Background: an optimization exercise with open tools, aiming at small area, a short achievable clock period and few clock cycles. Do not read the settings as production practice. Where RTL was checked, it was by simulation tests only, not by an equivalence proof against the original. The RTL of run 1 was laid out without a check of its function. Power and IR drop assume default switching activity.

[flow/flow/run.sh]
#!/bin/bash
set -euo pipefail
export BUFFER_PORTS_ARGS="-buffer_cell sky130_fd_sc_hd__buf_1"
bash standard.sh SETUP_SLACK_MARGIN=5.3 finish > standard.log 2>&1
[flow/standard.sh]
#!/bin/bash
# synth_recipe.tcl (not shown) runs the flow's synth.tcl, then flattens the netlist and writes it again
# the make line also repeats each setting of config.mk as NAME=value (left out here)
make -C /OpenROAD-flow-scripts/flow DESIGN_CONFIG=/design/flow/config.mk WORK_HOME=/design/flow/orfs CLKGATE_MAP_FILE= SYNTH_SCRIPT=/design/flow/synth_recipe.tcl "${@:-finish}"
[flow/config.mk]
export PLATFORM = sky130hd
export DESIGN_NAME = ATCONV
export DESIGN_NICKNAME = ATCONV
export VERILOG_FILES = /design/flow/design.v
export SDC_FILE = /design/flow/constraint.sdc
export NUM_CORES = 4
export LEC_CHECK = 0
export ABC_CLOCK_PERIOD_IN_PS = 2500
export CAP_MARGIN = 20
export CORE_MARGIN = 2
export CORE_UTILIZATION = 40
export SETUP_SLACK_MARGIN = 5
export SLEW_MARGIN = 20
[flow/constraint.sdc]
create_clock -name core_clock -period 8.0 [get_ports {clk}]
set_input_delay 1.6000 -clock core_clock [delete_from_list [all_inputs] [get_ports {clk}]]
set_output_delay 1.6000 -clock core_clock [all_outputs]
set_load 0.01 [all_outputs]
[flow/design.v]
`timescale 1ns/10ps
module  ATCONV(
	input		clk,
	input		reset,
	output	reg	busy,
	input		ready,
	output reg	[11:0]	iaddr,
	input signed [12:0]	idata,
	output	reg 	cwr,
	output reg	[11:0]	caddr_wr,
	output reg 	[12:0] 	cdata_wr,
	output	reg 	crd,
	output reg	[11:0] 	caddr_rd,
	input 	[12:0] 	cdata_rd,
	output reg 	csel
	);
reg        fin;
reg [3:0]  ph;         
reg [5:0]  B;          
reg        ex;         
reg        dup;        
reg [11:0] Ta, Tb;     
reg [12:0] Va, Vb;     
reg [12:0] Xa, Xb;     
reg        colv;       
reg [10:0] pos;        
reg        ov;         
reg [12:0] RD;         
wire ph0 = ph[0];
wire ph1 = ph[1];
wire ph2 = ph[2];
wire ph3 = ph[3];
wire [5:0] x  = iaddr[5:0];
wire [5:0] n  = {x[0], x[5:1] ^ {5{x[0]}}};
wire       n0 = (x == 6'd0) & ~ex;
wire [5:0] n1 = n + 6'd1;
wire       wrap = (x == 6'd1) & ~dup;
wire [5:0] xn = (ex | wrap) ? 6'd0 : dup ? x : {n1[4:0] ^ {5{n1[5]}}, n1[5]};
wire       dupn = ex | ((x == 6'd62) & ~dup);
wire       cv = !n0 && !((x == 6'd63) && !dup) && !B[5];
wire [5:0] B_n = B + {5'd0, ex};
wire [3:0] q   = B[4:1];
wire       p   = B[0];
wire [3:0] qn  = B_n[4:1];
wire [5:0] rtopn = (qn == 4'd0) ? 6'd0 : {qn - 4'd1, 1'b1, B_n[0]};
wire [5:0] rbot  = (q == 4'd15) ? 6'd63 : {q + 4'd1, 1'b0, p};
wire [4:0]  pq = pos[10:7];
wire        pp = pos[6];
wire [5:0]  o  = pos[5:0];
wire [10:0] pn = pos + 11'd1;
wire [4:0]  co = o[4:0] ^ {5{o[5]}};
wire [4:0]  cn = pn[4:0] ^ {5{pn[5]}};
wire        pool = pp | o[5];
wire [8:0]  D  = idata[12:4];
wire [11:0] tw = {3'd0, D};
wire [11:0] t4 = {1'b0, D, 2'b00};
wire [12:0] vw = {3'b111, ~D, 1'b0};
wire [12:0] v8 = {D, 4'b0000};
wire [11:0] Ta_n = (ph1 ? 12'd3 : Ta) + (ph2 ? t4 : tw);
wire [12:0] Va_n = (ph0 ? ~{1'b0, Ta} : Va) + (ph0 ? 13'd0 : ph2 ? v8 : vw);
wire [11:0] Tb_n = (ph2 ? 12'd3 : Tb) + (ph3 ? t4 : tw);
wire [12:0] Vb_n = (ph2 ? ~{1'b0, Tb} : Vb) + (ph3 ? v8 : vw);
wire [12:0] so  = ph0 ? Xa + ~{1'b0, Ta} : Xb + ~{1'b0, Tb};
wire [12:0] l0  = so[12] ? 13'd0 : so;
wire        gt  = RD > cdata_wr;
wire [12:0] mx  = gt ? RD : cdata_wr;
wire [12:0] mr  = (mx[3:0] == 4'd0) ? mx : {mx[12:4] + 9'd1, 4'd0};
wire [12:0] mg  = (pp & o[5]) ? mr : mx;
always @(posedge clk) begin
	RD <= cdata_rd;
	Ta <= Ta_n;
	Va <= Va_n;
	if (!ph1) begin
		Tb <= Tb_n;
		Vb <= Vb_n;
	end
	if (ph0) Xa <= Va;
	if (ph2) Xb <= Vb;
	cdata_wr <= (ph0 | ph2) ? l0 : mg;
	if (reset) begin
		busy <= 1'b0;
		fin <= 1'b0;
		ph <= 4'b0001;
		B <= 6'h3f;
		ex <= 1'b1;
		dup <= 1'b0;
		iaddr <= 12'd0;
		colv <= 1'b0;
		ov <= 1'b0;
		pos <= 11'h7ff;
		cwr <= 1'b0;
		crd <= 1'b0;
	end else begin
		if (ready && !fin) busy <= 1'b1;
		ph <= {ph[2:0], ph[3]};
		case (1'b1)
		ph0: begin
			iaddr <= {rtopn, xn};
			ex <= wrap;
			dup <= dupn;
			B <= B_n;
			ov <= colv;
			if (colv) pos <= pn;
			cwr <= colv & ~fin;
			crd <= colv & ~pn[6] & pn[5];
			if (B[5] && (x == 6'd0) && dup && !ex) begin
				busy <= 1'b0;
				fin <= 1'b1;
				cwr <= 1'b0;
				crd <= 1'b0;
			end
		end
		ph1: begin
			iaddr[11:6] <= {q, 1'b0, p};
			cwr <= ov & pool & ~fin;
			crd <= ov & pp;
		end
		ph2: begin
			colv <= cv;
			iaddr[11:6] <= {q, 1'b1, p};
			cwr <= ov & ~fin;
			crd <= cv & ~pn[6] & pn[5];
		end
		default: begin
			iaddr[11:6] <= rbot;
			cwr <= ov & pool & ~fin;
			crd <= cv & pn[6];
		end
		endcase
	end
end
always @(posedge clk) begin
	case (1'b1)
	ph0: begin
		csel <= 1'b0;
		caddr_wr <= {pn[10:7], 1'b0, pn[6], cn, pn[5]};
		caddr_rd <= {pn[10:7], 1'b1, pn[6], cn, 1'b0};
	end
	ph1: begin
		csel <= 1'b1;
		caddr_wr <= {2'b00, pq, 1'b0, co};
		caddr_rd <= {2'b00, pq, 1'b1, co};
	end
	ph2: begin
		csel <= 1'b0;
		caddr_wr <= {pq, 1'b1, pp, co, o[5]};
		caddr_rd <= {pn[10:7], 1'b0, pn[6], cn, 1'b0};
	end
	default: begin
		csel <= 1'b1;
		caddr_wr <= {2'b00, pq, 1'b1, co};
		caddr_rd <= {2'b00, pn[10:7], 1'b0, cn};
	end
	endcase
end
endmodule
==> impl_metrics.csv, run 1 <==
group,metric,value,unit
placed_design,hpwl,18.95,mm
cells_and_area,drive_gt1_frac,0.2187,
power_and_ir_drop,p_leak,5.529,nW
cells_and_area,final_cell_mix,"nor2_1, a21oi_1, dfxtp_1, nand2_1, ha_1",
sta,finClkSkew,0.01280,ns
cts,cts_tree,"yes",
sta,final-setup-viol-count,0,
detailed_routing,drt-initial-drc-count,541,
detailed_routing,drc,0,
die,start_util,0.4085,
yosys,yosysWarningCount,1,
detailed_routing,via_count,9365,
global_routing,grt_pass1_wl,45.02,mm
outcome,outcome,"no timing/DRC/antenna violations",
cts,cts_hold_buffers,0,
yosys,yosys_most_used_dff,"dfxtp_1",
detailed_routing,wire_per_inst,16.32,um
power_and_ir_drop,powerDensity,344.8,nW/um2
placed_design,routabilityCongestion,0.8100,
cts,clk_transition_reported_paths,0.07,ns
die,die_area,28090,um2
placed_design,dpl-instance-area,11520,um2
cts,cts_root_buf,"clkbuf_16",
sta,hold_viol_final,0,
cells_and_area,regArea,3923,um2
yosys,yosys.area.top_type,"dfxtp_1",
critical_path,critPathKind,"primary input to flip-flop",
die,fp.dieH,167.6,um
cells_and_area,fin_area,13410,um2
cts,cts_max_level,4,
die,io-pin-count,82,
critical_path,crit_path_end_kind,"flip-flop",
cells_and_area,final_net_count,1513,
critical_path,crit_fanout,4,
yosys,syn_nets,1377,
cts,clock_latency,0.44,ns
cells_and_area,final_common_cell,"nor2_1",
critical_path,startpoint_type,"primary input",
yosys,synth_area,10710,um2
power_and_ir_drop,ir_drop,0.2103,mV
cells_and_area,n_fill_cell,2391,
yosys,synth_top_area_share,0.2169,
yosys,synth-seq-area-share,0.3627,
cells_and_area,multi_input_area,7042,um2
sta,fin_crit,3.461,ns
global_routing,track_usage,0.1980,
cells_and_area,area_growth_syn_to_layout,25.22,%
yosys,avgSynthCellArea,8.565,um2
global_routing,antenna_found_initial,0,
yosys,synth_edf_count,52,
cts,clock-sinks,168,
min_path,hp-class,"flip-flop to flip-flop",
die,die_x,167.6,um
yosys,synthArstFlopShare,0,
global_routing,grt_start_max_net_pins,54,
sta,tightestPinTransition,0.7826,ns
critical_path,crit_arrival,3.66,ns
yosys,synthTopCellsByArea,"dfxtp_1, edfxtp_1, ha_1, a21oi_1, xnor2_1",
sta,fmax,288.9,MHz
die,coreArea,26210,um2
die,rows,59,
global_routing,grt_overflow,0,
global_routing,grt_pass1_vias,8936,
critical_path,critPathRequiredTime,8.20,ns
sta,min_period_over_period,0.4326,
cts,cts_max_path_buffers,2,
placed_design,io_buffers,77,
detailed_routing,dr.pass1.iters,7,
yosys,syn_inst,1250,
detailed_routing,drt-total-wl,28.30,mm
cells_and_area,diodes,0,
detailed_routing,routed_via_density,5.401,
yosys,ys_seq_elements,168,
cts,numCtsBuffers,17,
yosys,ys_types,74,
sta,rsz0062_at_grt,"yes",
detailed_routing,ant_nets,0,
sta,drv_slew,0,
sta,tns,0,ns
sta,slew_headroom,0.4735,
run,maxCapViolCount,0,
==> per-layer routing <==
metal	GRT usage	share of wire	routed length, um	vias up
li1	-	-	-	4721
met1	0.2638	0.47	13420	4423
met2	0.3336	0.47	13380	192
met3	0.03167	0.041	1166	29
met4	0.05520	0.012	336	0
met5	0	0	0	-
==> final cells by class <==
type	count	share of cell area
Multi-Input combinational cell	949	0.5252
Sequential cell	168	0.2926
Timing Repair Buffer	170	0.08343
Clock buffer	17	0.03173
Tap cell	335	0.03126
Inverter	80	0.02240
Clock inverter	15	0.01335
==> state kept, by name, summed over array words and instances, names as in the netlist, 12 cells and up <==
signal	flops
Va	13
Tb	12
Ta	12
Xa	13
caddr_rd	12
RD	13
caddr_wr	12
Xb	13
iaddr	12
cdata_wr	13
Vb	13
==> cell usage after synthesis (all sizes together) (7+ instances only) <==
library cell and instances:
clkbuf 43, ha 92, nor2 139, or3 10, nand2 85, nor3 39
a211oi 18, a21o 19, or3b 7, nand2b 14, edfxtp 52, and3 12
o21ai 79, nand4 12, mux2i 9, nand3 40, nor2b 21, a21oi 120
o22ai 7, a31oi 12, buf 10, o211ai 8, xnor2 61, xor2 34
o21bai 9, o21a 9, dfxtp 116, inv 80
==> worst max-delay path, stage by stage <==
cell	delay [ns]
buf_12	0.11
nor2b_4	0.13
ha_4	0.18
fa_2	0.35
a21o_1	0.20
a21oi_2	0.15
o21bai_1	0.10
a21oi_2	0.19
o21ai_2	0.08
a21oi_2	0.19
nor3_1	0.07
a311o_1	0.31
==> path summary, 6_finish.rpt <==
kind	startpoint	end	slack, ns	cells past startpoint
worst min-delay path	Va[0]	Xa[0]	0.43	0
worst max register to register	ph[1]	Ta[10]	4.68	13
worst min register to register	Va[0]	Xa[0]	0.43	0
worst max-delay path	idata[4]	Tb[10]	4.54	12
==> what timing repair did <==
item | CTS | global route
gates cloned | 2 | 0
pin swaps | 74 | 61
setup endpoints to repair | 63 | 63
setup buffers | 54 | 27
resized for setup | 86 | 74
==> per-stage QoR <==
step	setup WS [ns]	util	hold slack, ns	total power [mW]	std cells
6_report	4.539	0.5116	0.4296	4.622	1734
3_5_place_dp	3.546	0.4397	0.4077	3.261	1619
5_1_grt	4.496	0.5116	0.4446	4.945	1734
4_1_cts	4.530	0.4922	0.4325	4.401	1707
2_1_floorplan	4.354	-	0.4003	2.813	1250
3_3_place_gp	3.494	0.4397	0.4049	3.223	1619
==> power by group <==
part	internal [mW]	switching, mW	leakage (nW)
Sequential	1.16	0.130	1.48
Combinational	1.15	1.33	3.75
Clock	0.450	0.403	0.296
Total	2.76	1.86	5.53
==> kinds of logic after synthesis <==
family | Yosys count | synth area share
flip-flops | 168 | 0.3627
AND/OR/NAND/NOR | 418 | 0.1894
AO/OA/AOI/OAI | 323 | 0.1880
buffers and inverters | 133 | 0.04862
XOR/XNOR | 95 | 0.07771
multiplexers | 15 | 0.01472
adder cells (fa/ha/maj) | 98 | 0.1187
==> run 2: changes to the inputs <==
--- a/flow/design.v
+++ b/flow/design.v
@@ -21,2 +21,3 @@
 reg        dup;        
+reg [8:0]  D;          
 reg [11:0] Ta, Tb;     
@@ -53,3 +54,2 @@
 wire        pool = pp | o[5];
-wire [8:0]  D  = idata[12:4];
 wire [11:0] tw = {3'd0, D};
@@ -69,2 +69,3 @@
 always @(posedge clk) begin
+	D  <= idata[12:4];
 	RD <= cdata_rd;
@@ -83,5 +84,5 @@
 		ph <= 4'b0001;
-		B <= 6'h3f;
-		ex <= 1'b1;
-		dup <= 1'b0;
+		B <= 6'd0;
+		ex <= 1'b0;
+		dup <= 1'b1;
 		iaddr <= 12'd0;
@@ -97,6 +98,3 @@
 		ph0: begin
-			iaddr <= {rtopn, xn};
-			ex <= wrap;
-			dup <= dupn;
-			B <= B_n;
+			iaddr[11:6] <= {q, 1'b0, p};
 			ov <= colv;
@@ -105,3 +103,3 @@
 			crd <= colv & ~pn[6] & pn[5];
-			if (B[5] && (x == 6'd0) && dup && !ex) begin
+			if (B[5] && n0 && !dup) begin
 				busy <= 1'b0;
@@ -113,3 +111,3 @@
 		ph1: begin
-			iaddr[11:6] <= {q, 1'b0, p};
+			iaddr[11:6] <= {q, 1'b1, p};
 			cwr <= ov & pool & ~fin;
@@ -119,3 +117,3 @@
 			colv <= cv;
-			iaddr[11:6] <= {q, 1'b1, p};
+			iaddr[11:6] <= rbot;
 			cwr <= ov & ~fin;
@@ -124,3 +122,6 @@
 		default: begin
-			iaddr[11:6] <= rbot;
+			iaddr <= {rtopn, xn};
+			ex <= wrap;
+			dup <= dupn;
+			B <= B_n;
 			cwr <= ov & pool & ~fin;
==> flow/flow/run.sh (replaced) <==
#!/bin/bash
set -euo pipefail
export BUFFER_PORTS_ARGS="-buffer_cell sky130_fd_sc_hd__buf_1"
bash standard.sh SETUP_SLACK_MARGIN=5.15 finish > standard.log 2>&1
--- a/flow/config.mk
+++ b/flow/config.mk
@@ -11,2 +11,3 @@
 export CORE_UTILIZATION = 40
+export CTS_BUF_LIST = sky130_fd_sc_hd__clkbuf_8
 export SETUP_SLACK_MARGIN = 5
==> impl_metrics.csv, run 2 <==
group,metric,value,unit
yosys,ys_types,76,
detailed_routing,wire_per_inst,16.65,um
run,maxCapViolCount,0,
yosys,syn_inst,1207,
critical_path,crit_fanout,3,
global_routing,grt_overflow,0,
cts,clock-sinks,177,
power_and_ir_drop,powerDensity,317.9,nW/um2
cts,cts_root_buf,"clkbuf_8",
critical_path,reg2reg_slack,5.23,ns
sta,final-setup-viol-count,0,
cts,clock_latency,0.48,ns
sta,whs,0.4292,ns
detailed_routing,drc,0,
die,die_x,166.4,um
sta,fin_crit,2.775,ns
critical_path,setup.worst_path.end,"cdata_wr[7]",
yosys,yosys_most_used_dff,"dfxtp_1",
critical_path,crit_arrival,3.12,ns
cells_and_area,final_common_cell,"nor2_1",
sta,rsz0062_at_grt,"yes",
cells_and_area,area_growth_syn_to_layout,16.50,%
yosys,syn_nets,1334,
outcome,outcome,"no timing/DRC/antenna violations",
global_routing,grt_pass1_vias,8416,
yosys,synth_top_area_share,0.2372,
cells_and_area,drive_gt1_frac,0.1296,
die,start_util,0.4059,
sta,fmax,360.4,MHz
cts,cts_tree,"yes",
die,die_area,27680,um2
cells_and_area,diodes,0,
global_routing,track_usage,0.1923,
sta,hold_viol_final,0,
global_routing,grt_start_max_net_pins,61,
detailed_routing,dr.pass1.iters,5,
cells_and_area,final_cell_mix,"nor2_1, dfxtp_1, a21oi_1, nand2_1, ha_1",
placed_design,io_buffers,77,
yosys,ys_top_cells_by_count,"nor2_1, a21oi_1, dfxtp_1, nand2_1, ha_1",
detailed_routing,ant_nets,0,
critical_path,crit_path_end_kind,"flip-flop",
yosys,synth_area,10550,um2
yosys,synth_edf_count,52,
die,rows,59,
critical_path,critPathRequiredTime,8.35,ns
cts,clk_transition_reported_paths,0.10,ns
cts,numCtsBuffers,17,
critical_path,slowest_stage,"edfxtp_1",
min_path,hp-class,"flip-flop to flip-flop",
yosys,synthTopCellsByArea,"dfxtp_1, edfxtp_1, ha_1, a21oi_1, xnor2_1",
yosys,synth-seq-area-share,0.3853,
cells_and_area,n_fill_cell,2532,
detailed_routing,routed_via_density,5.383,
critical_path,r2r_cells,12,
min_path,hold_start,"Vb[0]",
power_and_ir_drop,ir_drop,0.1354,mV
critical_path,critPathKind,"flip-flop to flip-flop",
global_routing,grt_pass1_wl,43.26,mm
critical_path,slowest_delay,0.39,ns
cts,cts_max_level,4,
placed_design,routabilityCongestion,0.8479,
sta,drv_slew,0,
placed_design,hpwl,18.39,mm
die,io-pin-count,82,
yosys,synth.most_common_cell,"nor2_1",
die,coreArea,25980,um2
critical_path,startpoint_type,"flip-flop",
yosys,yosysWarningCount,1,
global_routing,antenna_found_initial,0,
critical_path,rr_endpoint,"cdata_wr[7]",
critical_path,path_cells,"inv_2 > ha_4 > inv_1 > fa_1 > nand2b_2 > a21oi_4 > o211a_1 > nand4b_1 > o311ai_4 > and2_4 > a22oi_1 > o21ai_0",
yosys,ys_seq_elements,177,
detailed_routing,drt-total-wl,27.54,mm
power_and_ir_drop,p_leak,5.042,nW
sta,min_period_over_period,0.3468,
yosys,yosys.area.top_type,"dfxtp_1",
critical_path,critPathLaunch,"Tb[0]",
sta,finClkSkew,0.02442,ns
cells_and_area,final_net_count,1433,
critical_path,cp.depth,12,
detailed_routing,drt-initial-drc-count,636,
sta,tns,0,ns
sta,slew_headroom,0.3372,
critical_path,path_delay_family,"compound AO/OA/AOI/OAI gates",
cts,cts_max_path_buffers,2,
critical_path,worstReg2RegStart,"Tb[0]",
yosys,avgSynthCellArea,8.739,um2
critical_path,worstPathBufferInverterCount,2,
sta,tightestPinTransition,0.9692,ns
detailed_routing,via_count,8903,
yosys,synthArstFlopShare,0,
die,fp.dieH,166.4,um
## run 2: changes by cell type after synthesis, sizes merged, moves of 9 or more
cell    previous run  this run
a31oi             12         3
xnor2             61        71
dfxtp            116       125
nor3              39        30
clkbuf            43        34
o21ai             79        70
nand2             85       100
a21oi            120       129
## run 2: timing repair
item,in CTS,in global routing
endpoints found under the setup margin,35,22
setup buffers,15,20
hold buffers,0,0
resized for setup,36,35
hold endpoints to repair,0,0
cloned,3,4
pin swaps,9,20
## run 2: worst register-to-register path: stages, from the launching register on
cell and delay, ns:
edfxtp_1 0.39, inv_2 0.13, ha_4 0.18, inv_1 0.05, fa_1 0.37, nand2b_2 0.24, a21oi_4 0.20, o211a_1 0.20
nand4b_1 0.16, o311ai_4 0.17, and2_4 0.25, a22oi_1 0.22, o21ai_0 0.11
## run 2: metal layers
layer  track usage  part of all wire  up-vias
li1              -                 -     4460
met1        0.2597              0.47     4201
met2        0.3205              0.46      210
met3       0.02931             0.044       32
met4       0.05435             0.021        0
met5             0                 0        -
## run 2: worst min-delay path by stage
stage          endpoint  cells past startpoint  slack (ns)
2_1_floorplan     Xa[0]                      0        0.40
3_3_place_gp      Xb[0]                      0        0.41
3_5_place_dp      Xb[0]                      0        0.41
4_1_cts           Xb[0]                      0        0.43
5_1_grt           Xb[0]                      0        0.43
6_report          Xb[0]                      0        0.43
## run 2: layout make-up
class	count	area (um2)	share of cell area
multi-input combinational	913	6306	0.5132
sequential	177	4078	0.3318
timing repair buffer	125	817.0	0.06649
tap	335	419.2	0.03411
inverter	72	280.3	0.02281
clock buffer	18	247.7	0.02016
clock inverter	14	140.1	0.01140
## run 2: logic make-up (layout without fill, tap and decap cells)
family | count (synthesis) | in the layout | share of synthesized area
xor+xnor | 98 | 98 | 0.08138
mux | 16 | 16 | 0.01661
buf+inv | 119 | 229 | 0.04353
flops | 177 | 177 | 0.3853
compound gates | 306 | 308 | 0.1783
simple gates | 393 | 393 | 0.1744
fa+ha+maj | 98 | 98 | 0.1205
## run 2: through the flow
step	setup slack [ns]	cells	instance area [um2]	util	power, mW
finish	5.225	1654	12290	0.4729	3.907
global route	5.083	1654	12290	0.4729	4.197
CTS	5.155	1630	11900	0.4579	3.792
detailed placement	4.438	1580	11160	0.4296	3.067
global placement	4.537	1580	11160	0.4296	3.026
floorplan	5.126	1207	10650	-	2.668
## run 2: where the power goes
group,internal [mW],total [mW],leakage [nW],switching (mW)
registers,1.19,1.31,1.55,0.119
clock network,0.266,0.629,0.202,0.363
logic,0.868,1.97,3.29,1.10
total,2.32,3.91,5.04,1.59
Testbench counts of run 2, summed over its fixed seeds: cycles 102,972.
==> run 3: changes to the inputs <==
==> flow/flow/run.sh (replaced) <==
#!/bin/bash
set -euo pipefail
export BUFFER_PORTS_ARGS="-buffer_cell sky130_fd_sc_hd__buf_1"
bash standard.sh SETUP_SLACK_MARGIN=5.7 finish > standard.log 2>&1
==> impl_metrics.csv, run 3 <==
group,metric,value,unit
cells_and_area,final_cell_mix,"nor2_1, a21oi_1, nand2_1, buf_4, dfxtp_1",
placed_design,dp.cells,1580,
cells_and_area,area_growth_syn_to_layout,34.00,%
yosys,synth-xor-area-share,0.08138,
cts,cts_max_level,4,
placed_design,routabilityCongestion,0.8414,
die,rows,59,
detailed_routing,dr.pass1.iters,5,
yosys,syn_inst,1207,
yosys,yosys-mux-area-fraction,0.01661,
cts,clock-sinks,177,
die,io-pin-count,82,
sta,fmax,374.5,MHz
detailed_routing,routed_via_density,5.433,
placed_design,hpwl,18.53,mm
die,die_x,166.4,um
sta,tns,0,ns
global_routing,track_usage,0.2127,
yosys,synth_compound_area_frac,0.1783,
detailed_routing,wire_per_inst,17.43,um
cts,cts_max_path_buffers,2,
power_and_ir_drop,p_leak,5.971,nW
detailed_routing,ant_nets,0,
sta,finClkSkew,0.01293,ns
cts,clock_latency,0.47,ns
yosys,synth_top_area_share,0.2372,
outcome,outcome,"no timing/DRC/antenna violations",
cts,clk_transition_reported_paths,0.10,ns
yosys,yosys.area_share.simple,0.1744,
detailed_routing,drc,0,
cells_and_area,n_fill_cell,2296,
die,start_util,0.4059,
cells_and_area,final_common_cell,"nor2_1",
cts,cts_tree,"yes",
detailed_routing,drt-initial-drc-count,655,
sta,slew_headroom,0.4273,
global_routing,grt_pass1_wl,47.59,mm
placed_design,io_buffers,77,
critical_path,critPathKind,"flip-flop to flip-flop",
sta,final-setup-viol-count,0,
min_path,hp-class,"flip-flop to flip-flop",
yosys,synth_edf_count,52,
yosys,yosys.area.top_type,"dfxtp_1",
yosys,synthTopCellsByArea,"dfxtp_1, edfxtp_1, ha_1, a21oi_1, xnor2_1",
cells_and_area,regArea,4160,um2
sta,rsz0062_at_grt,"yes",
yosys,yosysWarningCount,1,
yosys,syn_nets,1334,
yosys,yosys_most_used_dff,"dfxtp_1",
yosys,synth_top_family_by_area,"compound AO/OA/AOI/OAI gates",
sta,tightestPinTransition,0.8560,ns
critical_path,crit_arrival,3.06,ns
cts,numCtsBuffers,17,
yosys,synthArstFlopShare,0,
yosys,avgSynthCellArea,8.739,um2
die,coreArea,25980,um2
power_and_ir_drop,powerDensity,321.7,nW/um2
yosys,ys_top_cells_by_count,"nor2_1, a21oi_1, dfxtp_1, nand2_1, ha_1",
sta,drv_slew,0,
global_routing,grt_pass1_vias,9128,
global_routing,grt_start_max_net_pins,64,
cts,cts_root_buf,"clkbuf_8",
sta,hold_viol_final,0,
yosys,ys_seq_elements,177,
power_and_ir_drop,ir_drop,0.1869,mV
detailed_routing,via_count,9432,
cells_and_area,final_net_count,1515,
die,die_area,27680,um2
cells_and_area,fin_util,0.5439,
cells_and_area,drive_gt1_frac,0.3112,
critical_path,critPathRequiredTime,8.39,ns
power_and_ir_drop,power,4.546,mW
cells_and_area,multi_input_area,6918,um2
critical_path,crit_path_end_kind,"flip-flop",
global_routing,grt_overflow,0,
yosys,synth-seq-area-share,0.3853,
cts,cts_hold_buffers,0,
sta,whs,0.4370,ns
cells_and_area,diodes,0,
detailed_routing,drt-total-wl,30.26,mm
sta,fin_crit,2.670,ns
yosys,synth.most_common_cell,"nor2_1",
run,maxCapViolCount,0,
die,fp.dieH,166.4,um
yosys,ys_types,76,
critical_path,crit_fanout,7,
yosys,synth_fa_ha_area_frac,0.1205,
cells_and_area,instances_no_fill,1736,
critical_path,startpoint_type,"flip-flop",
yosys,synth_area,10550,um2
global_routing,antenna_found_initial,0,
sta,min_period_over_period,0.3338,
-- run 3: layout make-up --
type / instances / area share
flip-flops and latches: 177 / 0.2944
clock buffers: 17 / 0.01655
inverters: 72 / 0.02018
repair buffers: 207 / 0.1353
clock inverters: 15 / 0.01452
well taps: 335 / 0.02966
multi-input cells: 913 / 0.4895
-- run 3: final timing paths --
kind | start | end | slack, ns | depth (start not counted)
hold / removal | Va[6] | Xa[6] | 0.44 | 0
hold reg to reg | Va[6] | Xa[6] | 0.44 | 0
setup reg to reg | cdata_wr[2] | cdata_wr[8] | 5.33 | 12
setup / recovery | cdata_wr[2] | cdata_wr[8] | 5.33 | 12
-- run 3: critical path: stages (launching register included) --
cell      delay [ns]
dfxtp_4         0.37
inv_2           0.05
ha_4            0.27
nand4_1         0.12
o221ai_2        0.26
a221oi_4        0.11
a21oi_4         0.32
o21ai_2         0.13
ha_2            0.21
buf_6           0.12
nor3b_4         0.15
a2111o_1        0.38
o31ai_1         0.07
-- run 3: stage by stage --
| stage | instance area, um2 | setup WS [ns] |
|---|---|---|
| floorplan | 10920 | 5.243 |
| global placement | 11370 | 4.697 |
| detailed placement | 11370 | 4.688 |
| CTS | 13430 | 5.316 |
| global route | 14130 | 5.213 |
| finish | 14130 | 5.330 |
-- run 3: cell families after synthesis --
kind of cell               Yosys count
adders and majority gates           98
DFF                                177
muxes                               16
AOI/OAI and AO/OA                  306
xor gates and xnor gates            98
buffers and inverters              119
and+or+nand+nor                    393
-- run 3: timing repair --
action	in CTS	in global routing
setup buffers	84	32
endpoints found under the setup margin	115	107
cloned	8	0
resized for setup	210	105
pin swaps	70	57
-- run 3: report_power, final --
| group | switching, mW | internal, mW | total, mW |
|---|---|---|---|
| Combinational | 1.29 | 1.23 | 2.52 |
| Clock | 0.357 | 0.345 | 0.703 |
| Sequential | 0.130 | 1.19 | 1.32 |
-- run 3: layer usage --
metal  vias to the layer above  part of all wire  routed length (um)  GRT usage
met1                      4489              0.46               13920     0.2829
li1                       4629                 -                   -          -
met2                       247              0.47               14110     0.3458
met4                         0             0.030                 903    0.08846
met3                        67             0.044                1335    0.03241
met5                         -                 0                   0          0
==> run 4: changes to the inputs <==
==> flow/flow/run.sh (replaced) <==
#!/bin/bash
set -euo pipefail
export BUFFER_PORTS_ARGS="-buffer_cell sky130_fd_sc_hd__buf_1"
bash standard.sh SETUP_SLACK_MARGIN=5.5 finish > standard.log 2>&1
==> impl_metrics.csv, run 4 <==
group,metric,value,unit
cts,clock-sinks,177,
outcome,outcome,"no timing/DRC/antenna violations",
detailed_routing,wire_per_inst,17.39,um
critical_path,critPathLaunch,"cdata_wr[5]",
critical_path,worstPathBufferInverterCount,3,
cells_and_area,drive_gt1_frac,0.2816,
die,start_util,0.4059,
die,io-pin-count,82,
min_path,hold_start,"Va[1]",
critical_path,path_cells,"inv_1 > ha_1 > nand4_1 > buf_4 > nor4_4 > a21oi_4 > o21ai_2 > ha_4 > buf_4 > a311oi_1 > a2111o_1 > o31ai_1",
critical_path,crit_fanout,6,
placed_design,routabilityCongestion,0.8495,
global_routing,track_usage,0.2055,
yosys,synthArstFlopShare,0,
die,fp.dieH,166.4,um
sta,tightestPinTransition,0.7879,ns
cts,cts_root_buf,"clkbuf_8",
sta,whs,0.4296,ns
critical_path,path_delay_family,"compound AO/OA/AOI/OAI gates",
critical_path,critPathRequiredTime,8.37,ns
sta,drv_slew,0,
placed_design,io_buffers,77,
critical_path,worstReg2RegStart,"cdata_wr[5]",
yosys,yosys_most_used_dff,"dfxtp_1",
power_and_ir_drop,ir_drop,0.1841,mV
power_and_ir_drop,power,4.314,mW
placed_design,hpwl,18.21,mm
die,coreArea,25980,um2
critical_path,reg2reg_slack,5.26,ns
yosys,ys_top_cells_by_count,"nor2_1, a21oi_1, dfxtp_1, nand2_1, ha_1",
cells_and_area,n_fill_cell,2340,
critical_path,critPathKind,"flip-flop to flip-flop",
detailed_routing,ant_nets,0,
sta,tns,0,ns
cts,cts_tree,"yes",
run,maxCapViolCount,0,
yosys,syn_nets,1334,
sta,final-setup-viol-count,0,
sta,finClkSkew,0.02100,ns
cts,clock_latency,0.47,ns
critical_path,slowest_stage,"dfxtp_2",
sta,layout_setup_ws,5.264,ns
global_routing,grt_pass1_vias,8883,
cts,clk_transition_reported_paths,0.10,ns
min_path,hold_depth,0,
detailed_routing,drt-total-wl,29.80,mm
yosys,synth_area,10550,um2
critical_path,crit_path_end_kind,"flip-flop",
power_and_ir_drop,p_leak,5.740,nW
power_and_ir_drop,powerDensity,315.0,nW/um2
cells_and_area,final_cell_mix,"nor2_1, a21oi_1, nand2_1, buf_4",
critical_path,r2r_cells,12,
yosys,ys_seq_elements,177,
critical_path,cpMostUsedCell,"buf_4",
yosys,synth_top_area_share,0.2372,
cts,cts_max_level,4,
cts,cts_max_path_buffers,2,
detailed_routing,dr.pass1.iters,6,
cells_and_area,multi_input_area,6731,um2
cts,numCtsBuffers,17,
sta,fin_crit,2.736,ns
sta,slew_headroom,0.4728,
sta,rsz0062_at_grt,"yes",
yosys,synth_edf_count,52,
critical_path,slowest_delay,0.39,ns
yosys,synth.most_common_cell,"nor2_1",
cells_and_area,fin_area,13700,um2
min_path,hold_path_end,"Xa[1]",
critical_path,crit_arrival,3.11,ns
yosys,ys_types,76,
cells_and_area,area_growth_syn_to_layout,29.85,%
yosys,synth-seq-area-share,0.3853,
die,rows,59,
cells_and_area,final_net_count,1493,
die,die_x,166.4,um
critical_path,rr_endpoint,"cdata_wr[8]",
yosys,synthTopCellsByArea,"dfxtp_1, edfxtp_1, ha_1, a21oi_1, xnor2_1",
global_routing,antenna_found_initial,0,
critical_path,startpoint_type,"flip-flop",
yosys,yosys.area.top_type,"dfxtp_1",
placed_design,dp_slack,4.697,ns
placed_design,dpl-instance-area,11310,um2
yosys,yosysWarningCount,1,
cells_and_area,diodes,0,
cells_and_area,regArea,4165,um2
global_routing,grt_start_max_net_pins,76,
cts,cts_hold_buffers,0,
global_routing,grt_overflow,0,
sta,min_period_over_period,0.3420,
die,die_area,27680,um2
detailed_routing,via_count,9267,
cells_and_area,final_common_cell,"nor2_1",
yosys,syn_inst,1207,
detailed_routing,routed_via_density,5.410,
sta,fmax,365.5,MHz
detailed_routing,drc,0,
yosys,avgSynthCellArea,8.739,um2
min_path,hp-class,"flip-flop to flip-flop",
detailed_routing,drt-initial-drc-count,652,
global_routing,grt_pass1_wl,46.21,mm
sta,hold_viol_final,0,
## run 4: cell types whose count changed in the layout (fill, tap and decap cells not counted), moves of 4 or more
cell / change
buf_6: -15
a21oi_1: +8
a21oi_2: -8
dfxtp_2: +7
buf_2: -6
dfxtp_1: -6
xnor2_1: +5
nand2_1: +4
nand2_2: -4
nor2_1: +4
xnor2_2: -4
## run 4: layer usage
layer	track usage	wire, um
met1	0.2678	13380
met2	0.3390	14160
met3	0.03765	1276
met4	0.07909	971
met5	0	0
## run 4: final cells by class
type                       count  share of cell area
clock inverter                12            0.007948
timing repair buffer         186              0.1262
sequential                   177              0.3041
clock buffer                  19             0.01909
inverter                      72             0.02056
tap                          335             0.03060
multi-input combinational    912              0.4915
## run 4: per-stage QoR
stage	instances	util
CTS	1681	0.5018
finish	1713	0.5271
global route	1713	0.5271
floorplan	1207	-
detailed placement	1580	0.4352
global placement	1580	0.4352
## run 4: worst max path at each step
stage / cells past startpoint / endpoint / slack, ns
2_1_floorplan: 14 / Vb[11] / 5.24
3_3_place_gp: 12 / Vb[12] / 4.70
3_5_place_dp: 12 / Vb[11] / 4.70
4_1_cts: 13 / Vb[11] / 5.37
5_1_grt: 13 / cdata_wr[8] / 5.16
6_report: 12 / cdata_wr[8] / 5.26
## run 4: repair_timing
action | 4_1_cts | 5_1_grt
resized for setup | 182 | 100
setup buffers | 63 | 31
pin swaps | 50 | 63
setup endpoints to repair | 99 | 83
gates cloned | 7 | 1
## run 4: report_power, final
part / switching [mW] / internal, mW
Sequential: 0.130 / 1.20
Combinational: 1.24 / 1.14
Clock: 0.343 / 0.263
Total: 1.71 / 2.60
## run 4: cell families (layout without fill, tap and decap cells)
logic type      after synthesis  after routing  share of synthesized area
fa+ha+maj                    98             98                     0.1205
xor+xnor                     98             98                    0.08138
mux                          16             16                    0.01661
simple gates                393            393                     0.1744
flops                       177            177                     0.3853
compound gates              306            307                     0.1783
buf+inv                     119            289                    0.04353
==> run 5: changes to the inputs <==
==> flow/flow/run.sh (replaced) <==
#!/bin/bash
set -euo pipefail
export BUFFER_PORTS_ARGS="-buffer_cell sky130_fd_sc_hd__buf_1"
bash standard.sh SETUP_SLACK_MARGIN=5.3 finish > standard.log 2>&1
--- a/flow/config.mk
+++ b/flow/config.mk
@@ -7,3 +7,3 @@
 export LEC_CHECK = 0
-export ABC_CLOCK_PERIOD_IN_PS = 2500
+export ABC_CLOCK_PERIOD_IN_PS = 1500
 export CAP_MARGIN = 20
==> impl_metrics.csv, run 5 <==
group,metric,value,unit
cts,cts_hold_buffers,0,
die,die_x,166.4,um
cells_and_area,instances_no_fill,1649,
yosys,synth.most_common_cell,"nor2_1",
yosys,ys_seq_elements,177,
placed_design,dp_slack,4.712,ns
global_routing,antenna_found_initial,0,
critical_path,critPathKind,"flip-flop to output pin",
die,fp.dieH,166.4,um
sta,tightestPinTransition,0.7719,ns
sta,tns,0,ns
detailed_routing,drt-total-wl,26.56,mm
sta,rsz0062_at_grt,"yes",
die,coreArea,25980,um2
power_and_ir_drop,powerDensity,323.7,nW/um2
die,rows,59,
sta,slew_headroom,0.4835,
cts,cts_max_level,4,
detailed_routing,via_count,8795,
critical_path,rr_endpoint,"Vb[11]",
sta,drv_slew,0,
critical_path,reg2reg_slack,5.34,ns
yosys,ys_types,76,
cells_and_area,drive_gt1_frac,0.1530,
detailed_routing,dr.pass1.iters,5,
die,start_util,0.4059,
detailed_routing,drt-initial-drc-count,598,
yosys,ys_top_cells_by_count,"nor2_1, a21oi_1, dfxtp_1, nand2_1, ha_1",
placed_design,routabilityCongestion,0.8357,
detailed_routing,drc,0,
sta,hold_viol_final,0,
sta,finClkSkew,0.01953,ns
critical_path,worstReg2RegStart,"ph[2]",
min_path,hold_path_end,"Xa[0]",
yosys,yosysWarningCount,1,
global_routing,grt_start_max_net_pins,76,
detailed_routing,wire_per_inst,16.11,um
sta,whs,0.4276,ns
placed_design,hpwl,18.19,mm
sta,final-setup-viol-count,0,
global_routing,track_usage,0.1885,
detailed_routing,ant_nets,0,
critical_path,critPathRequiredTime,6.40,ns
cells_and_area,regArea,4115,um2
cts,clock-sinks,177,
critical_path,startpoint_type,"flip-flop",
critical_path,crit_path_end_kind,"output pin",
critical_path,path_cells,"buf_4 > buf_1",
outcome,outcome,"no timing/DRC/antenna violations",
global_routing,grt_overflow,0,
cells_and_area,area_growth_syn_to_layout,18.14,%
die,io-pin-count,82,
cells_and_area,multi_input_area,6444,um2
cts,clk_transition_reported_paths,0.10,ns
critical_path,crit_fanout,4,
yosys,synthArstFlopShare,0,
min_path,hold_start,"Va[0]",
sta,fin_crit,2.688,ns
critical_path,slowest_delay,0.37,ns
min_path,hold_depth,0,
die,die_area,27680,um2
critical_path,slowest_stage,"dfxtp_2",
min_path,hp-class,"flip-flop to flip-flop",
cts,cts_max_path_buffers,2,
cells_and_area,final_cell_mix,"nor2_1, a21oi_1, dfxtp_1, nand2_1, ha_1",
detailed_routing,routed_via_density,5.334,
yosys,syn_nets,1334,
global_routing,grt_pass1_wl,42.41,mm
yosys,synth_edf_count,52,
yosys,synth-seq-area-share,0.3853,
run,maxCapViolCount,0,
cells_and_area,final_common_cell,"nor2_1",
yosys,synth_top_area_share,0.2372,
yosys,yosys_most_used_dff,"dfxtp_1",
yosys,yosys.area.top_type,"dfxtp_1",
power_and_ir_drop,p_leak,5.072,nW
yosys,syn_inst,1207,
cts,cts_tree,"yes",
cts,clock_latency,0.47,ns
cells_and_area,diodes,0,
cts,cts_root_buf,"clkbuf_8",
yosys,synthTopCellsByArea,"dfxtp_1, edfxtp_1, ha_1, a21oi_1, xnor2_1",
power_and_ir_drop,ir_drop,0.1445,mV
critical_path,crit_arrival,1.09,ns
sta,layout_setup_ws,5.312,ns
cells_and_area,fin_util,0.4795,
sta,fmax,372.0,MHz
global_routing,grt_pass1_vias,8196,
placed_design,io_buffers,77,
sta,min_period_over_period,0.3360,
cts,numCtsBuffers,17,
cells_and_area,n_fill_cell,2498,
yosys,avgSynthCellArea,8.739,um2
placed_design,dp.cells,1579,
critical_path,r2r_cells,13,
cells_and_area,final_net_count,1428,
yosys,synth_area,10550,um2
run 5: changes by cell type in the layout (fill, tap and decap cells not counted), moves of 6 or more:
cell	before	now
dfxtp_2	36	14
nor2b_2	6	0
ha_1	74	81
buf_2	16	0
dfxtp_4	15	9
a21oi_1	100	107
buf_6	47	1
buf_4	83	32
buf_1	24	76
nor2b_1	6	15
dfxtp_1	74	102
ha_4	14	5
run 5: worst max-delay path by stage:
| stage | startpoint | to | depth (start not counted) |
|---|---|---|---|
| after floorplan | ph[2] | Vb[11] | 15 |
| after global placement | ph[2] | Vb[11] | 12 |
| after detailed placement | ph[0] | Va[10] | 13 |
| after CTS | ph[0] | Va[10] | 13 |
| after global routing | ph[0] | Va[11] | 12 |
| final | cdata_wr[4] | cdata_wr[4] | 2 |
run 5: area by class of cell:
| class | instances | area share |
|---|---|---|
| inverter | 72 | 0.02239 |
| clock inverter | 14 | 0.01416 |
| sequential | 177 | 0.3303 |
| multi-input combinational | 913 | 0.5171 |
| timing repair buffer | 120 | 0.06256 |
| clock buffer | 18 | 0.01988 |
| tap | 335 | 0.03364 |
run 5: critical path: cells and delay by family, from the launching register on:
family	cells	cell delay, ns
flops	1	0.37
buf+inv	2	0.25
run 5: per-stage QoR:
stage               instance area (um2)  total power [mW]
detailed placement                11220             3.093
global placement                  11220             3.058
floorplan                         10760             2.694
global route                      12460             4.322
CTS                               12060             3.896
finish                            12460             4.033
run 5: what timing repair did:
| action | 4_1_cts | 5_1_grt |
|---|---|---|
| pin swaps | 14 | 37 |
| resized for setup | 53 | 52 |
| gates cloned | 3 | 3 |
| setup buffers | 16 | 16 |
| setup endpoints to repair | 51 | 29 |
run 5: cell families (layout without fill, tap and decap cells):
| kind of cell | after synthesis | after routing | synth area share |
|---|---|---|---|
| buf+inv | 119 | 224 | 0.04353 |
| simple gates | 393 | 393 | 0.1744 |
| mux | 16 | 16 | 0.01661 |
| fa+ha+maj | 98 | 98 | 0.1205 |
| flops | 177 | 177 | 0.3853 |
| compound gates | 306 | 308 | 0.1783 |
| xor+xnor | 98 | 98 | 0.08138 |
run 5: metal layers:
layer	track usage	share of wire	wire, um
met2	0.2927	0.45	12060
met3	0.03146	0.048	1277
met4	0.05697	0.020	522
met1	0.2691	0.48	12700
met5	0	0	0
run 5: power breakdown:
part           total, mW  internal, mW  leakage [nW]  switching (mW)
clock network      0.679         0.324         0.222           0.356
registers           1.32          1.19          1.55           0.127
logic               2.04         0.907          3.30            1.13
==> run 6: changes to the inputs <==
--- a/flow/config.mk
+++ b/flow/config.mk
@@ -7,3 +7,3 @@
 export LEC_CHECK = 0
-export ABC_CLOCK_PERIOD_IN_PS = 1500
+export ABC_CLOCK_PERIOD_IN_PS = 2500
 export CAP_MARGIN = 20
==> impl_metrics.csv, run 6 <==
group,metric,value,unit
outcome,outcome,"no timing/DRC/antenna violations",
detailed_routing,wire_per_inst,16.11,um
sta,tightestPinTransition,0.7719,ns
yosys,avgSynthCellArea,8.739,um2
detailed_routing,dr.pass1.iters,5,
global_routing,grt_overflow,0,
sta,hold_viol_final,0,
yosys,syn_inst,1207,
yosys,synth-seq-area-share,0.3853,
yosys,ys_top_cells_by_count,"nor2_1, a21oi_1, dfxtp_1, nand2_1, ha_1",
yosys,yosys.area.top_type,"dfxtp_1",
critical_path,critPathRequiredTime,6.40,ns
yosys,synth_area,10550,um2
sta,fin_crit,2.688,ns
yosys,synthTopCellsByArea,"dfxtp_1, edfxtp_1, ha_1, a21oi_1, xnor2_1",
die,start_util,0.4059,
critical_path,crit_arrival,1.09,ns
placed_design,io_buffers,77,
min_path,hp-class,"flip-flop to flip-flop",
critical_path,setup.worst_path.end,"cdata_wr[4]",
critical_path,crit_path_end_kind,"output pin",
global_routing,track_usage,0.1885,
global_routing,grt_pass1_vias,8196,
global_routing,grt_pass1_wl,42.41,mm
cells_and_area,drive_gt1_frac,0.1530,
sta,slew_headroom,0.4835,
power_and_ir_drop,powerDensity,323.7,nW/um2
yosys,synth_edf_count,52,
detailed_routing,drc,0,
die,fp.dieH,166.4,um
yosys,ys_seq_elements,177,
global_routing,antenna_found_initial,0,
die,io-pin-count,82,
critical_path,r2r_cells,13,
cells_and_area,fin_util,0.4795,
detailed_routing,ant_nets,0,
critical_path,startpoint_type,"flip-flop",
sta,whs,0.4276,ns
cts,clk_transition_reported_paths,0.10,ns
yosys,yosysWarningCount,1,
critical_path,rr_endpoint,"Vb[11]",
critical_path,critPathKind,"flip-flop to output pin",
sta,drv_slew,0,
critical_path,worstReg2RegStart,"ph[2]",
yosys,synthArstFlopShare,0,
die,die_area,27680,um2
run,maxCapViolCount,0,
cts,clock_latency,0.47,ns
detailed_routing,drt-initial-drc-count,598,
cts,cts_tree,"yes",
placed_design,hpwl,18.19,mm
power_and_ir_drop,p_leak,5.072,nW
die,coreArea,25980,um2
yosys,synth.most_common_cell,"nor2_1",
cells_and_area,diodes,0,
cells_and_area,final_common_cell,"nor2_1",
detailed_routing,routed_via_density,5.334,
critical_path,reg2reg_slack,5.34,ns
yosys,syn_nets,1334,
cells_and_area,final_cell_mix,"nor2_1, a21oi_1, dfxtp_1, nand2_1, ha_1",
critical_path,critPathLaunch,"cdata_wr[4]",
sta,rsz0062_at_grt,"yes",
sta,final-setup-viol-count,0,
sta,finClkSkew,0.01953,ns
sta,min_period_over_period,0.3360,
cells_and_area,area_growth_syn_to_layout,18.14,%
die,rows,59,
yosys,ys_types,76,
yosys,synth_top_area_share,0.2372,
yosys,yosys_most_used_dff,"dfxtp_1",
die,die_x,166.4,um
cts,cts_max_path_buffers,2,
cells_and_area,final_net_count,1428,
power_and_ir_drop,ir_drop,0.1445,mV
cts,cts_root_buf,"clkbuf_8",
detailed_routing,drt-total-wl,26.56,mm
sta,fmax,372.0,MHz
critical_path,crit_fanout,4,
placed_design,routabilityCongestion,0.8357,
cts,cts_max_level,4,
sta,tns,0,ns
cts,numCtsBuffers,17,
cts,clock-sinks,177,
global_routing,grt_start_max_net_pins,76,
detailed_routing,via_count,8795,
-- run 6: cell counts in the layout (fill, tap and decap cells not counted) --
No cell type changed its count.
-- run 6: kinds of logic after synthesis --
group                      synth area share
DFF                                  0.3853
muxes                               0.01661
adders and majority gates            0.1205
and+or+nand+nor                      0.1744
buffers and inverters               0.04353
xor gates and xnor gates            0.08138
AOI/OAI and AO/OA                    0.1783
-- run 6: layout make-up --
type / instances / area [um2]
clock buffer: 18 / 247.7
timing repair buffer: 120 / 779.5
multi-input combinational: 913 / 6444
tap: 335 / 419.2
inverter: 72 / 279.0
clock inverter: 14 / 176.4
sequential: 177 / 4115
fill: 2498 / 13520
-- run 6: worst min path at each step --
| stage | startpoint | slack (ns) | to | cells after the start |
|---|---|---|---|---|
| after global placement | Va[6] | 0.41 | Xa[6] | 0 |
| after global routing | Va[0] | 0.43 | Xa[0] | 0 |
| after detailed placement | Va[6] | 0.41 | Xa[6] | 0 |
| after floorplan | Va[0] | 0.40 | Xa[0] | 0 |
| final | Va[0] | 0.43 | Xa[0] | 0 |
| after CTS | Va[0] | 0.42 | Xa[0] | 0 |
-- run 6: worst max-delay path, stage by stage (launching register included) --
cell	delay, ns
dfxtp_2	0.37
buf_4	0.11
buf_1	0.14
-- run 6: through the flow --
stage                     instance area, um2  cells  power (mW)  setup slack, ns
after global placement                 11220   1579       3.058            4.741
after CTS                              12060   1630       3.896            5.294
final                                  12460   1649       4.033            5.312
after detailed placement               11220   1579       3.093            4.712
after floorplan                        10760   1207       2.694            5.231
after global routing                   12460   1649       4.322            5.178
-- run 6: timing repair --
item / in CTS / in global routing
endpoints found under the setup margin: 51 / 29
gates cloned: 3 / 3
pin swaps: 14 / 37
hold buffers: 0 / 0
buffers inserted: 16 / 16
gates resized for setup: 53 / 52
-- run 6: where the power goes --
| part | switching [mW] | internal (mW) |
|---|---|---|
| clock network | 0.356 | 0.324 |
| registers | 0.127 | 1.19 |
| logic | 1.13 | 0.907 |
| total | 1.61 | 2.42 |
-- run 6: metal layers --
layer,vias up,global-route usage,share of wire
li1,4444,-,-
met1,4077,0.2691,0.48
met2,245,0.2927,0.45
met3,29,0.03146,0.048
met4,0,0.05697,0.020
met5,-,0,0
==> run 7: changes to the inputs <==
--- a/flow/config.mk
+++ b/flow/config.mk
@@ -14 +14,2 @@
 export SLEW_MARGIN = 20
+export TNS_END_PERCENT = 0
==> impl_metrics.csv, run 7 <==
group,metric,value,unit
yosys,synth_top_area_share,0.2372,
min_path,hp-class,"flip-flop to flip-flop",
critical_path,critPathKind,"flip-flop to flip-flop",
yosys,yosysWarningCount,1,
critical_path,r2r_cells,13,
min_path,hold_depth,0,
sta,min_period_over_period,0.3457,
detailed_routing,ant_nets,0,
power_and_ir_drop,switching_share,0.3991,
detailed_routing,drt-initial-drc-count,721,
yosys,synth_compound_area_frac,0.1783,
placed_design,dp_slack,4.651,ns
global_routing,grt_overflow,0,
sta,final-setup-viol-count,0,
detailed_routing,wire_per_inst,16.58,um
sta,layout_setup_ws,5.234,ns
yosys,yosys-mux-area-fraction,0.01661,
detailed_routing,routed_via_density,5.354,
die,rows,59,
yosys,syn_inst,1207,
yosys,yosys.area_share.simple,0.1744,
global_routing,grt_util_met1,0.2705,
power_and_ir_drop,switchingPower,1.607,mW
cells_and_area,final_cell_mix,"nor2_1, dfxtp_1, a21oi_1, nand2_1, ha_1",
critical_path,slowest_delay,0.40,ns
cts,cts_max_path_buffers,2,
cts,clock_latency,0.47,ns
cts,cts_root_buf,"clkbuf_8",
yosys,synthTopCellsByArea,"dfxtp_1, edfxtp_1, ha_1, a21oi_1, xnor2_1",
critical_path,crit_fanout,5,
outcome,outcome,"no timing/DRC/antenna violations",
yosys,synth_area,10550,um2
critical_path,reg2reg_slack,5.23,ns
power_and_ir_drop,p_leak,5.085,nW
global_routing,busiest_layer,"met2",
detailed_routing,drc,0,
sta,tightestPinTransition,0.7787,ns
critical_path,setup.worst_path.end,"Tb[10]",
global_routing,antenna_found_initial,0,
yosys,synth-xor-area-share,0.08138,
critical_path,critPathRequiredTime,8.22,ns
cells_and_area,final_net_count,1431,
yosys,yosys.area.top_type,"dfxtp_1",
placed_design,io_buffers,77,
yosys,ys_top_cells_by_count,"nor2_1, a21oi_1, dfxtp_1, nand2_1, ha_1",
critical_path,rr_endpoint,"Tb[10]",
yosys,avgSynthCellArea,8.739,um2
cts,numCtsBuffers,17,
yosys,synthArstFlopShare,0,
cells_and_area,n_fill_cell,2490,
yosys,synth-seq-area-share,0.3853,
die,start_util,0.4059,
cts,clock-sinks,177,
die,die_x,166.4,um
power_and_ir_drop,clockPowerShare,0.174,
power_and_ir_drop,p_seq_frac,0.329,
critical_path,path_cells,"clkinvlp_4 > buf_12 > nand2_1 > ha_1 > fa_2 > a21o_1 > a21oi_2 > o21bai_1 > a21oi_2 > o21ai_1 > a21o_1 > a21oi_1 > xnor2_1",
global_routing,met3_usage,0.03289,
power_and_ir_drop,combinationalPowerShare,0.497,
power_and_ir_drop,intPower,2.419,mW
detailed_routing,dr.pass1.iters,6,
critical_path,worstReg2RegStart,"ph[2]",
cts,cts_max_level,4,
yosys,synth_fa_ha_area_frac,0.1205,
power_and_ir_drop,powerDensity,323.2,nW/um2
sta,fmax,361.6,MHz
die,fp.dieH,166.4,um
sta,finClkSkew,0.01978,ns
placed_design,hpwl,18.30,mm
run,maxCapViolCount,0,
die,coreArea,25980,um2
sta,rsz0062_at_grt,"yes",
cells_and_area,area_growth_syn_to_layout,18.08,%
cts,cts_tree,"yes",
cells_and_area,diodes,0,
critical_path,critPathLaunch,"ph[2]",
yosys,synth_top_family_by_area,"compound AO/OA/AOI/OAI gates",
global_routing,track_usage,0.1928,
yosys,syn_nets,1334,
yosys,synth.most_common_cell,"nor2_1",
critical_path,crit_arrival,2.99,ns
sta,tns,0,ns
cells_and_area,drive_gt1_frac,0.1352,
cts,clk_transition_reported_paths,0.10,ns
global_routing,grt_pass1_vias,8251,
die,io-pin-count,82,
global_routing,grt_use_met2,0.3002,
critical_path,crit_path_end_kind,"flip-flop",
detailed_routing,drt-total-wl,27.39,mm
critical_path,slowest_stage,"dfxtp_4",
detailed_routing,via_count,8845,
critical_path,startpoint_type,"flip-flop",
die,die_area,27680,um2
yosys,ys_seq_elements,177,
cts,cts_hold_buffers,0,
placed_design,routabilityCongestion,0.8470,
yosys,ys_types,76,
global_routing,grt_pass1_wl,43.11,mm
yosys,synth_edf_count,52,
yosys,yosys_most_used_dff,"dfxtp_1",
cells_and_area,final_common_cell,"nor2_1",
sta,slew_headroom,0.4675,
global_routing,grt_start_max_net_pins,73,
sta,fin_crit,2.766,ns
sta,drv_slew,0,
power_and_ir_drop,ir_drop,0.1401,mV
sta,hold_viol_final,0,
[run 7: stage by stage]
step           hold WS [ns]  cell area (um2)  utilization  power [mW]  instances
2_1_floorplan        0.4003            10720            -       2.682       1207
3_3_place_gp         0.4058            11190       0.4308       3.046       1579
3_5_place_dp         0.4109            11190       0.4308       3.081       1579
4_1_cts              0.4313            11990       0.4614       3.883       1627
5_1_grt              0.4388            12450       0.4793       4.310       1652
6_report             0.4188            12450       0.4793       4.026       1652
[run 7: worst min path at each step]
stage | start | slack [ns] | to
final | Vb[0] | 0.42 | Xb[0]
after global routing | Va[6] | 0.44 | Xa[6]
after CTS | Vb[0] | 0.43 | Xb[0]
after detailed placement | Va[6] | 0.41 | Xa[6]
after global placement | Va[0] | 0.41 | Xa[0]
after floorplan | Va[0] | 0.40 | Xa[0]
[run 7: layer usage]
layer  routed length [um]  share of wire  vias up
li1                     -              -     4448
met1                13100           0.48     4132
met2                12260           0.45      237
met3                 1501          0.055       28
met4                  531          0.019        0
met5                    0              0        -
[run 7: area by class of cell]
| type | instances | area [um2] | area share |
|---|---|---|---|
| Clock inverter | 14 | 191.4 | 0.01537 |
| Sequential cell | 177 | 4094 | 0.3287 |
| Inverter | 72 | 284.0 | 0.02280 |
| Clock buffer | 18 | 247.7 | 0.01989 |
| Multi-Input combinational cell | 912 | 6372 | 0.5117 |
| Timing Repair Buffer | 124 | 845.8 | 0.06791 |
| Tap cell | 335 | 419.2 | 0.03365 |
[run 7: worst max-delay path: cells and delay by family, from the launching register on]
family	cells	cell delay [ns]
AOI/OAI and AO/OA	7	1.12
xor gates and xnor gates	1	0.08
adders and majority gates	2	0.58
buffers and inverters	2	0.27
DFF	1	0.40
and+or+nand+nor	1	0.05
[run 7: repair_timing]
item,CTS,global route
buffers inserted,12,23
resized for setup,37,48
setup endpoints to repair,45,35
gates cloned,4,2
pin swaps,6,29
[run 7: cells by family (layout without fill, tap and decap cells)]
logic type / Yosys count / after routing
buffers and inverters: 119 / 228
adders and majority gates: 98 / 98
DFF: 177 / 177
xor gates and xnor gates: 98 / 98
and+or+nand+nor: 393 / 393
muxes: 16 / 16
AOI/OAI and AO/OA: 306 / 307
[run 7: power by group through the flow]
stage                     Combinational, mW  Sequential, mW  Clock, mW
after detailed placement               1.74            1.34          0
after CTS                              1.85            1.32      0.718
after global routing                   2.21            1.35      0.747
after global placement                 1.71            1.34          0
after floorplan                        1.38            1.31          0
final                                  2.00            1.33      0.700
==> run 8: changes to the inputs <==
--- a/flow/config.mk
+++ b/flow/config.mk
@@ -14,2 +14,2 @@
 export SLEW_MARGIN = 20
-export TNS_END_PERCENT = 0
+export TNS_END_PERCENT = 50
==> impl_metrics.csv, run 8 <==
group,metric,value,unit
cells_and_area,area_growth_syn_to_layout,19.30,%
die,start_util,0.4059,
yosys,ys_seq_elements,177,
cells_and_area,multi_input_area,6481,um2
global_routing,antenna_found_initial,0,
power_and_ir_drop,powerDensity,315.3,nW/um2
sta,hold_viol_final,0,
power_and_ir_drop,ir_drop,0.1437,mV
sta,min_period_over_period,0.3425,
sta,slew_headroom,0.4637,
power_and_ir_drop,p_leak,5.133,nW
critical_path,critPathRequiredTime,6.40,ns
yosys,yosys.area_share.simple,0.1744,
yosys,syn_nets,1334,
yosys,yosys_most_used_dff,"dfxtp_1",
detailed_routing,drt-initial-drc-count,569,
global_routing,track_usage,0.1856,
yosys,synth_edf_count,52,
cts,clk_transition_reported_paths,0.11,ns
power_and_ir_drop,power,3.967,mW
placed_design,dp.cells,1580,
yosys,synth-xor-area-share,0.08138,
power_and_ir_drop,clockPowerShare,0.154,
power_and_ir_drop,intPower,2.334,mW
detailed_routing,via_count,8890,
sta,tns,0,ns
die,die_x,166.4,um
global_routing,busiest_layer,"met2",
cts,numCtsBuffers,17,
detailed_routing,dr.pass1.iters,5,
critical_path,critPathKind,"flip-flop to output pin",
yosys,avgSynthCellArea,8.739,um2
yosys,synth_fa_ha_area_frac,0.1205,
cts,cts_root_buf,"clkbuf_8",
die,io-pin-count,82,
yosys,syn_inst,1207,
cells_and_area,instances_no_fill,1668,
cts,cts_max_path_buffers,2,
detailed_routing,drc,0,
yosys,synth_area,10550,um2
die,coreArea,25980,um2
cts,cts_tree,"yes",
sta,fmax,365.0,MHz
global_routing,grt_overflow,0,
detailed_routing,routed_via_density,5.330,
critical_path,path_delay_family,"flip-flops",
min_path,hp-class,"flip-flop to flip-flop",
cells_and_area,drive_gt1_frac,0.1583,
sta,final-setup-viol-count,0,
sta,fin_crit,2.740,ns
yosys,synth.most_common_cell,"nor2_1",
cts,cts_max_level,4,
yosys,synth_compound_area_frac,0.1783,
global_routing,grt_start_max_net_pins,74,
detailed_routing,wire_per_inst,16.29,um
critical_path,crit_path_end_kind,"output pin",
yosys,synth_top_area_share,0.2372,
sta,finClkSkew,0.01716,ns
critical_path,startpoint_type,"flip-flop",
yosys,synthArstFlopShare,0,
critical_path,slowest_delay,0.47,ns
power_and_ir_drop,combinationalPowerShare,0.513,
detailed_routing,ant_nets,0,
global_routing,grt_pass1_vias,8174,
cells_and_area,diodes,0,
cts,clock-sinks,177,
global_routing,grt_util_met1,0.2603,
yosys,yosys.area.top_type,"dfxtp_1",
placed_design,hpwl,18.19,mm
die,die_area,27680,um2
global_routing,met3_usage,0.03003,
cells_and_area,regArea,4099,um2
yosys,synthTopCellsByArea,"dfxtp_1, edfxtp_1, ha_1, a21oi_1, xnor2_1",
placed_design,io_buffers,77,
cells_and_area,final_common_cell,"nor2_1",
cells_and_area,n_fill_cell,2476,
power_and_ir_drop,switching_share,0.4117,
critical_path,crit_fanout,8,
run,maxCapViolCount,0,
critical_path,path_cells,"buf_1",
outcome,outcome,"no timing/DRC/antenna violations",
sta,rsz0062_at_grt,"yes",
yosys,synth_top_family_by_area,"compound AO/OA/AOI/OAI gates",
placed_design,routabilityCongestion,0.8413,
sta,drv_slew,0,
yosys,yosys-mux-area-fraction,0.01661,
cells_and_area,final_net_count,1447,
placed_design,dp_slack,4.709,ns
detailed_routing,drt-total-wl,27.17,mm
yosys,yosysWarningCount,1,
cts,clock_latency,0.48,ns
die,rows,59,
power_and_ir_drop,p_seq_frac,0.333,
sta,layout_setup_ws,5.260,ns
power_and_ir_drop,switchingPower,1.633,mW
sta,tightestPinTransition,0.7841,ns
critical_path,slowest_stage,"dfxtp_1",
cells_and_area,final_cell_mix,"nor2_1, dfxtp_1, a21oi_1, nand2_1, ha_1",
yosys,ys_types,76,
die,fp.dieH,166.4,um
critical_path,crit_arrival,1.14,ns
critical_path,worstPathBufferInverterCount,1,
yosys,ys_top_cells_by_count,"nor2_1, a21oi_1, dfxtp_1, nand2_1, ha_1",
global_routing,grt_pass1_wl,41.77,mm
yosys,synth-seq-area-share,0.3853,
global_routing,grt_use_met2,0.2932,
run 8: cell count changes in the layout (fill, tap and decap cells not counted), sizes merged:
cell	previous run	this run
bufbuf	3	2
clkinv	4	5
a21oi	130	131
bufinv	3	0
buf	119	134
inv	77	80
run 8: timing repair:
item | CTS | global route
hold buffers | 0 | 0
buffers inserted | 16 | 33
gates cloned | 3 | 4
setup endpoints to repair | 43 | 39
pin swaps | 14 | 50
resized for setup | 41 | 62
run 8: cells by family (layout without fill, tap and decap cells):
logic type	Yosys count	count (layout)
flops	177	177
xor+xnor	98	98
mux	16	16
simple gates	393	393
compound gates	306	308
fa+ha+maj	98	98
buf+inv	119	243
run 8: path summary, 6_finish.rpt:
| kind | start | endpoint | slack [ns] | cells past startpoint |
|---|---|---|---|---|
| worst max-delay path | iaddr[5] | iaddr[5] | 5.26 | 1 |
| worst min-delay path | Vb[0] | Xb[0] | 0.43 | 0 |
| worst max register to register | ph[2] | Vb[11] | 5.32 | 13 |
| worst min register to register | Vb[0] | Xb[0] | 0.43 | 0 |
run 8: power by group through the flow:
| stage | Combinational, mW | Sequential (mW) | Clock [mW] |
|---|---|---|---|
| floorplan | 1.38 | 1.31 | 0 |
| global placement | 1.73 | 1.33 | 0 |
| detailed placement | 1.75 | 1.34 | 0 |
| CTS | 1.87 | 1.32 | 0.626 |
| global route | 2.25 | 1.35 | 0.659 |
| finish | 2.04 | 1.32 | 0.612 |
run 8: through the flow:
stage / utilization / hold WS (ns) / cell area [um2]
2_1_floorplan: - / 0.4003 / 10750
3_3_place_gp: 0.4320 / 0.4079 / 11220
3_5_place_dp: 0.4320 / 0.4110 / 11220
4_1_cts: 0.4607 / 0.4295 / 11970
5_1_grt: 0.4843 / 0.4492 / 12580
6_report: 0.4843 / 0.4303 / 12580
run 8: area by class of cell:
cell class,count,area share
inverter,72,0.02217
sequential,177,0.3257
clock inverter,15,0.01143
clock buffer,17,0.01859
tap,335,0.03331
multi-input combinational,913,0.5151
timing repair buffer,139,0.07368
run 8: routing by layer:
| layer | vias up | wire length (um) |
|---|---|---|
| li1 | 4490 | - |
| met1 | 4141 | 12850 |
| met2 | 225 | 12320 |
| met3 | 34 | 1352 |
| met4 | 0 | 648 |
| met5 | - | 0 |

==> what the ideal ports hide <==
The flow's constraints put no driver on any port. The routed layouts listed below were extracted and timed again, unchanged, in two steps. Step 1 (the two cells are an assumption about what drives the block):
set clk [get_ports {clk}]
set_driving_cell -lib_cell sky130_fd_sc_hd__clkbuf_16 $clk
set_driving_cell -lib_cell sky130_fd_sc_hd__buf_2 [delete_from_list [all_inputs] $clk]
Step 2 times the ports against the registers' clock, not the clock port: input delays grow and output delays shrink by t, the midpoint of the rising clock arrivals with the driver on. Three values: no drivers, after step 1, after step 2; two values: the first two.
| run | shift t [ns] | slack for setup (ns) | worst setup path at the end | pins driven straight from the clock port |
|---|---|---|---|---|
| run 1 | 0.480 | 4.539 / 4.539 / 4.058 | input to register | 1 |
| run 2 | 0.508 | 5.225 / 5.208 / 5.225 | register to register | 1 |
| run 3 | 0.507 | 5.330 / 5.289 / 5.330 | register to register | 1 |
| run 4 | 0.500 | 5.264 / 5.264 / 5.264 | register to register | 1 |
| run 5 | 0.503 | 5.312 / 5.272 / 5.341 | register to register | 1 |
| run 6 | 0.503 | 5.312 / 5.272 / 5.341 | register to register | 1 |
| run 7 | 0.504 | 5.234 / 5.234 / 5.234 | register to register | 1 |
| run 8 | 0.512 | 5.260 / 5.221 / 5.316 | register to register | 1 |
After both steps every run listed still meets setup and hold. For run 1, which loses most, drivers alone change the setup slack by 0.000 ns; drivers and shift together by -0.481 ns.
